What follows belongs to an exercise in optimizing a design on an open flow for small area and a short achievable clock period; a production flow would make more cautious choices.
RTL that was checked went through simulation tests only; none was proved equivalent to the original.

==> flow/design.v <==
module Small_Alu(x, y, swap, dxy, eeq, hx, hy);
  input [30:0] x, y;
  output swap;
  output [7:0] dxy;
  output eeq;
  output hx, hy;
  assign dxy = x[30:23] - y[30:23];
  assign swap = x < y;
  assign eeq = x[30:23] == y[30:23];
  assign hx = |x[30:23];
  assign hy = |y[30:23];
endmodule
module Mux_2(x, y, en, out);
  input [30:0] x, y;
  input en;
  output [30:0] out;
  assign out = en ? x : y;
endmodule
module Mux_3(x, y, en, out);
  input [30:0] x, y;
  input en;
  output [30:0] out;
  assign out = en ? y : x;
endmodule
module Shift_Right(d, m, outp);
  input [5:0] d;    
  input [25:0] m;   
  output [26:0] outp;
  reg [25:0] al;
  reg st;
  always @(*) begin
    al = m;
    st = 1'b0;
    if (d[0]) begin st = st | al[0];         al = al >> 1;  end
    if (d[1]) begin st = st | (|al[1:0]);   al = al >> 2;  end
    if (d[2]) begin st = st | (|al[3:0]);   al = al >> 4;  end
    if (d[3]) begin st = st | (|al[7:0]);   al = al >> 8;  end
    if (d[4]) begin st = st | (|al[15:0]);  al = al >> 16; end
    if (d[5]) begin st = |m; al = 26'd0; end
  end
  assign outp = {al, st};
endmodule
module Big_Alu(sub, a, b, outp);
  input sub;
  input [23:0] a;
  input [26:0] b;
  output [27:0] outp;
  wire [26:0] A = {a, 3'b000};
  wire [26:0] B = b ^ {27{sub}};
  reg [27:0] g, p;
  reg [27:0] G, P;
  integer i, k;
  always @(*) begin
    g[0] = sub; p[0] = 1'b0;
    for (i = 0; i < 27; i = i + 1) begin
      g[i+1] = A[i] & B[i];
      p[i+1] = A[i] ^ B[i];
    end
    G = g; P = p;
    for (k = 1; k < 28; k = k * 2)
      for (i = 2*k - 1; i < 28; i = i + 2*k) begin
        G[i] = G[i] | (P[i] & G[i-k]);
        P[i] = P[i] & P[i-k];
      end
    for (k = 8; k >= 1; k = k / 2)
      for (i = 3*k - 1; i < 28; i = i + 2*k) begin
        G[i] = G[i] | (P[i] & G[i-k]);
        P[i] = P[i] & P[i-k];
      end
  end
  wire [26:0] s = p[27:1] ^ G[26:0];
  wire cout = g[27] | (p[27] & G[26]);
  assign outp = {cout ^ sub, s};
endmodule
module Control(s, eb, sh, zero);
  input [27:0] s;
  input [7:0] eb;
  output [4:0] sh;
  output zero;
  reg [4:0] lz;
  reg found;
  integer i;
  always @(*) begin
    lz = 5'd28;
    found = 1'b0;
    for (i = 27; i >= 0; i = i - 1)
      if (!found && s[i]) begin
        lz = 27 - i;
        found = 1'b1;
      end
  end
  assign zero = ~|s;
  assign sh = ({3'd0, lz} < eb) ? lz : eb[4:0];
endmodule
module Incre_Decre(eb, sh, e);
  input [7:0] eb;
  input [4:0] sh;
  output [7:0] e;
  assign e = eb + 8'd1 - {3'd0, sh};
endmodule
module Shift_Left_Right(s, sh, out);
  input [27:0] s;
  input [4:0] sh;
  output [25:0] out;
  wire [27:0] t = s << sh;
  assign out = {t[27:3], |t[2:0]};
endmodule
module Rounding(sign, t, e, spec, nan, result, overflow);
  input sign;
  input [25:0] t;        
  input [7:0] e;
  input spec, nan;
  output [31:0] result;
  output overflow;
  wire up = t[1] & (t[2] | t[0]);
  wire [31:0] pk = {1'b0, (t[25] ? e : 8'd0), t[24:2]} + {31'd0, up};
  wire ovf = pk[31] | (&pk[30:23]);
  assign overflow = ~spec & ovf;
  assign result = spec ? (nan ? 32'h7fc00000 : {sign, 8'hff, 23'd0}) :
                  ovf ? {sign, 8'hff, 23'd0} : {sign, pk[30:0]};
endmodule
module Floating_Point_Addition(clk, reset, in_valid, x, y, out_valid, result, overflow);
input clk, reset;
input in_valid;
input [31:0] x, y;
output out_valid;
output [31:0] result;
output overflow;
reg [5:0] valid;
always @(posedge clk) begin
  if (!reset) valid <= 0;
  else valid <= {valid[4:0], in_valid};
end
assign out_valid = valid[5];
wire swap_w, eeq_w, hx_w, hy_w;
wire [7:0] dxy_w;
Small_Alu u_small_alu(.x(x[30:0]), .y(y[30:0]), .swap(swap_w), .dxy(dxy_w), .eeq(eeq_w),
  .hx(hx_w), .hy(hy_w));
reg [31:0] x0, y0;
reg swap0, eeq0, hx0, hy0;
reg [7:0] dxy0;
always @(posedge clk) begin
  x0 <= x; y0 <= y; swap0 <= swap_w; dxy0 <= dxy_w; eeq0 <= eeq_w; hx0 <= hx_w; hy0 <= hy_w;
end
wire [30:0] big, sml;
Mux_3 u_mux_3(.x(x0[30:0]), .y(y0[30:0]), .en(swap0), .out(big));
Mux_2 u_mux_2(.x(x0[30:0]), .y(y0[30:0]), .en(swap0), .out(sml));
wire hb = swap0 ? hy0 : hx0;
wire hs = swap0 ? hx0 : hy0;
wire pre_r = swap0 & ~eeq0;
wire [7:0] dsel = dxy0 ^ {8{pre_r}};
wire [5:0] d = {|dsel[7:5], dsel[4:0]};
wire pre_l = hb & ~hs;
wire [25:0] ms = (pre_r & ~pre_l) ? {1'b0, hs, sml[22:0], 1'b0} :
                 (pre_l & ~pre_r) ? {sml[22:0], 3'b000} :
                                    {hs, sml[22:0], 2'b00};
wire [26:0] al_w;
Shift_Right u_shift_right(.d(d), .m(ms), .outp(al_w));
wire sx = &x0[30:23], sy = &y0[30:23];
wire sub_w = x0[31] ^ y0[31];
wire nan_w = (sx & (|x0[22:0])) | (sy & (|y0[22:0])) | (sx & sy & sub_w);
reg [23:0] mb1;
reg [26:0] ms1;
reg [7:0] eb1;
reg sign1, sub1, spec1, nan1;
always @(posedge clk) begin
  mb1 <= {hb, big[22:0]};
  ms1 <= al_w;
  eb1 <= {big[30:24], big[23] | ~hb};
  sign1 <= swap0 ? y0[31] : x0[31];
  sub1 <= sub_w;
  spec1 <= sx | sy;
  nan1 <= nan_w;
end
wire [27:0] sum_w;
Big_Alu u_big_alu(.sub(sub1), .a(mb1), .b(ms1), .outp(sum_w));
reg [27:0] s2;
reg [7:0] eb2;
reg sign2, sub2, spec2, nan2;
always @(posedge clk) begin
  s2 <= sum_w; eb2 <= eb1; sign2 <= sign1; sub2 <= sub1; spec2 <= spec1; nan2 <= nan1;
end
wire [4:0] sh_w;
wire zero_w;
Control u_control(.s(s2), .eb(eb2), .sh(sh_w), .zero(zero_w));
reg [27:0] s3;
reg [4:0] sh3;
reg [7:0] eb3;
reg sign3, spec3, nan3;
always @(posedge clk) begin
  s3 <= s2; sh3 <= sh_w; eb3 <= eb2; sign3 <= sign2 & ~(sub2 & zero_w); spec3 <= spec2; nan3 <= nan2;
end
wire [25:0] t_w;
wire [7:0] e_w;
Shift_Left_Right u_shift_left_right(.s(s3), .sh(sh3), .out(t_w));
Incre_Decre u_incre_decre(.eb(eb3), .sh(sh3), .e(e_w));
reg [25:0] t4;
reg [7:0] e4;
reg sign4, spec4, nan4;
always @(posedge clk) begin
  t4 <= t_w; e4 <= e_w; sign4 <= sign3; spec4 <= spec3; nan4 <= nan3;
end
wire [31:0] res_w;
wire ovf_w;
Rounding u_rounding(.sign(sign4), .t(t4), .e(e4), .spec(spec4), .nan(nan4),
  .result(res_w), .overflow(ovf_w));
reg [31:0] result;
reg overflow;
always @(posedge clk) begin
  result <= res_w;
  overflow <= ovf_w;
end
endmodule
clock: 13.0 ns
lec_check: 0
abc_area: 1
cap_margin: 20
core_margin: 2
core_utilization: 55
cts_cluster_diameter: 70
cts_cluster_size: 50
slew_margin: 20
standard.sh (not shown) runs the stock make flow with config.mk's settings and CLKGATE_MAP_FILE= SYNTH_SCRIPT=/design/flow/synth_recipe.tcl, a recipe that flattens the netlist after the stock synthesis.
==> flow/flow/run.sh <==
#!/bin/bash
# Standard layout, with two changes to how it is optimised:
#  - the port buffers are buf_2 cells instead of the resizer's default pick
#  - repair_timing aims for a setup margin so that paths are sized for a
#    shorter period than the 13 ns constraint (the SDC is unchanged)
set -euo pipefail
export BUFFER_PORTS_ARGS="-buffer_cell sky130_fd_sc_hd__buf_2"
export SETUP_SLACK_MARGIN=9.4
bash standard.sh > standard.log 2>&1
Change:
--- a/flow/design.v
+++ b/flow/design.v
@@ -22,9 +22,9 @@
   output [30:0] out;
   assign out = en ? y : x;
 endmodule
 module Shift_Right(d, m, outp);
-  input [5:0] d;    
+  input [4:0] d;    
   input [25:0] m;   
   output [26:0] outp;
   reg [25:0] al;
   reg st;
@@ -35,9 +35,8 @@
     if (d[1]) begin st = st | (|al[1:0]);   al = al >> 2;  end
     if (d[2]) begin st = st | (|al[3:0]);   al = al >> 4;  end
     if (d[3]) begin st = st | (|al[7:0]);   al = al >> 8;  end
     if (d[4]) begin st = st | (|al[15:0]);  al = al >> 16; end
-    if (d[5]) begin st = |m; al = 26'd0; end
   end
   assign outp = {al, st};
 endmodule
 module Big_Alu(sub, a, b, outp);
@@ -112,10 +111,10 @@
   input spec, nan;
   output [31:0] result;
   output overflow;
   wire up = t[1] & (t[2] | t[0]);
-  wire [31:0] pk = {1'b0, (t[25] ? e : 8'd0), t[24:2]} + {31'd0, up};
-  wire ovf = pk[31] | (&pk[30:23]);
+  wire [30:0] pk = {(t[25] ? e : 8'd0), t[24:2]} + {30'd0, up};
+  wire ovf = (t[25] & (&e)) | (&pk[30:23]);
   assign overflow = ~spec & ovf;
   assign result = spec ? (nan ? 32'h7fc00000 : {sign, 8'hff, 23'd0}) :
                   ovf ? {sign, 8'hff, 23'd0} : {sign, pk[30:0]};
 endmodule
@@ -148,18 +147,19 @@
 wire hb = swap0 ? hy0 : hx0;
 wire hs = swap0 ? hx0 : hy0;
 wire pre_r = swap0 & ~eeq0;
 wire [7:0] dsel = dxy0 ^ {8{pre_r}};
-wire [5:0] d = {|dsel[7:5], dsel[4:0]};
+wire [4:0] d = dsel[4:0] | {5{|dsel[7:5]}};
 wire pre_l = hb & ~hs;
 wire [25:0] ms = (pre_r & ~pre_l) ? {1'b0, hs, sml[22:0], 1'b0} :
                  (pre_l & ~pre_r) ? {sml[22:0], 3'b000} :
                                     {hs, sml[22:0], 2'b00};
 wire [26:0] al_w;
 Shift_Right u_shift_right(.d(d), .m(ms), .outp(al_w));
 wire sx = &x0[30:23], sy = &y0[30:23];
 wire sub_w = x0[31] ^ y0[31];
-wire nan_w = (sx & (|x0[22:0])) | (sy & (|y0[22:0])) | (sx & sy & sub_w);
+wire sb = sx | sy;    
+wire nan_w = (sb & (|big[22:0])) | (sx & sy & sub_w);
 reg [23:0] mb1;
 reg [26:0] ms1;
 reg [7:0] eb1;
 reg sign1, sub1, spec1, nan1;
@@ -168,9 +168,9 @@
   ms1 <= al_w;
   eb1 <= {big[30:24], big[23] | ~hb};
   sign1 <= swap0 ? y0[31] : x0[31];
   sub1 <= sub_w;
-  spec1 <= sx | sy;
+  spec1 <= sb;
   nan1 <= nan_w;
 end
 wire [27:0] sum_w;
 Big_Alu u_big_alu(.sub(sub1), .a(mb1), .b(ms1), .outp(sum_w));
Wire length shrinks by 3.0%.
Synthesized cell count grows by 0.62%.
Design area shrinks by 0.50%.
Count of clock-buffer cells in the layout shrinks by 1.
Global-route usage shrinks by 0.47 points.
Cell count stays flat.
Setup slack stays flat.
The RTL of the second run of this note was laid out without a check of its function.

-- afterwards: timing with drivers on the ports --
The results above use ideal ports. As a check the final layouts listed here were re-extracted and re-timed, cells and wires unchanged. Step 1: set_driving_cell puts a clkbuf_16 on clk and a buf_2 on each other input, an assumption about the parent block. Step 2 also shifts input and output timing later by t, the mid clock arrival at the registers, as if the neighbouring blocks saw the same clock. Three values: ideal ports, drivers, drivers and shift; two values: the first two.
run	t, ns	setup WS [ns]	hold slack, ns	worst setup path at the end	cell pins on the clock port's net
the first run	0.571	9.431 / 9.378 / 8.900	0.336 / 0.336 / 0.336	input to register	1
the second run	0.567	9.434 / 9.386 / 9.006	0.300 / 0.300 / 0.300	input to register	1
After both steps every run listed still meets setup and hold. The setup slack of the first run, which loses most, moves by -0.053 ns with the drivers and by -0.531 ns with both steps.
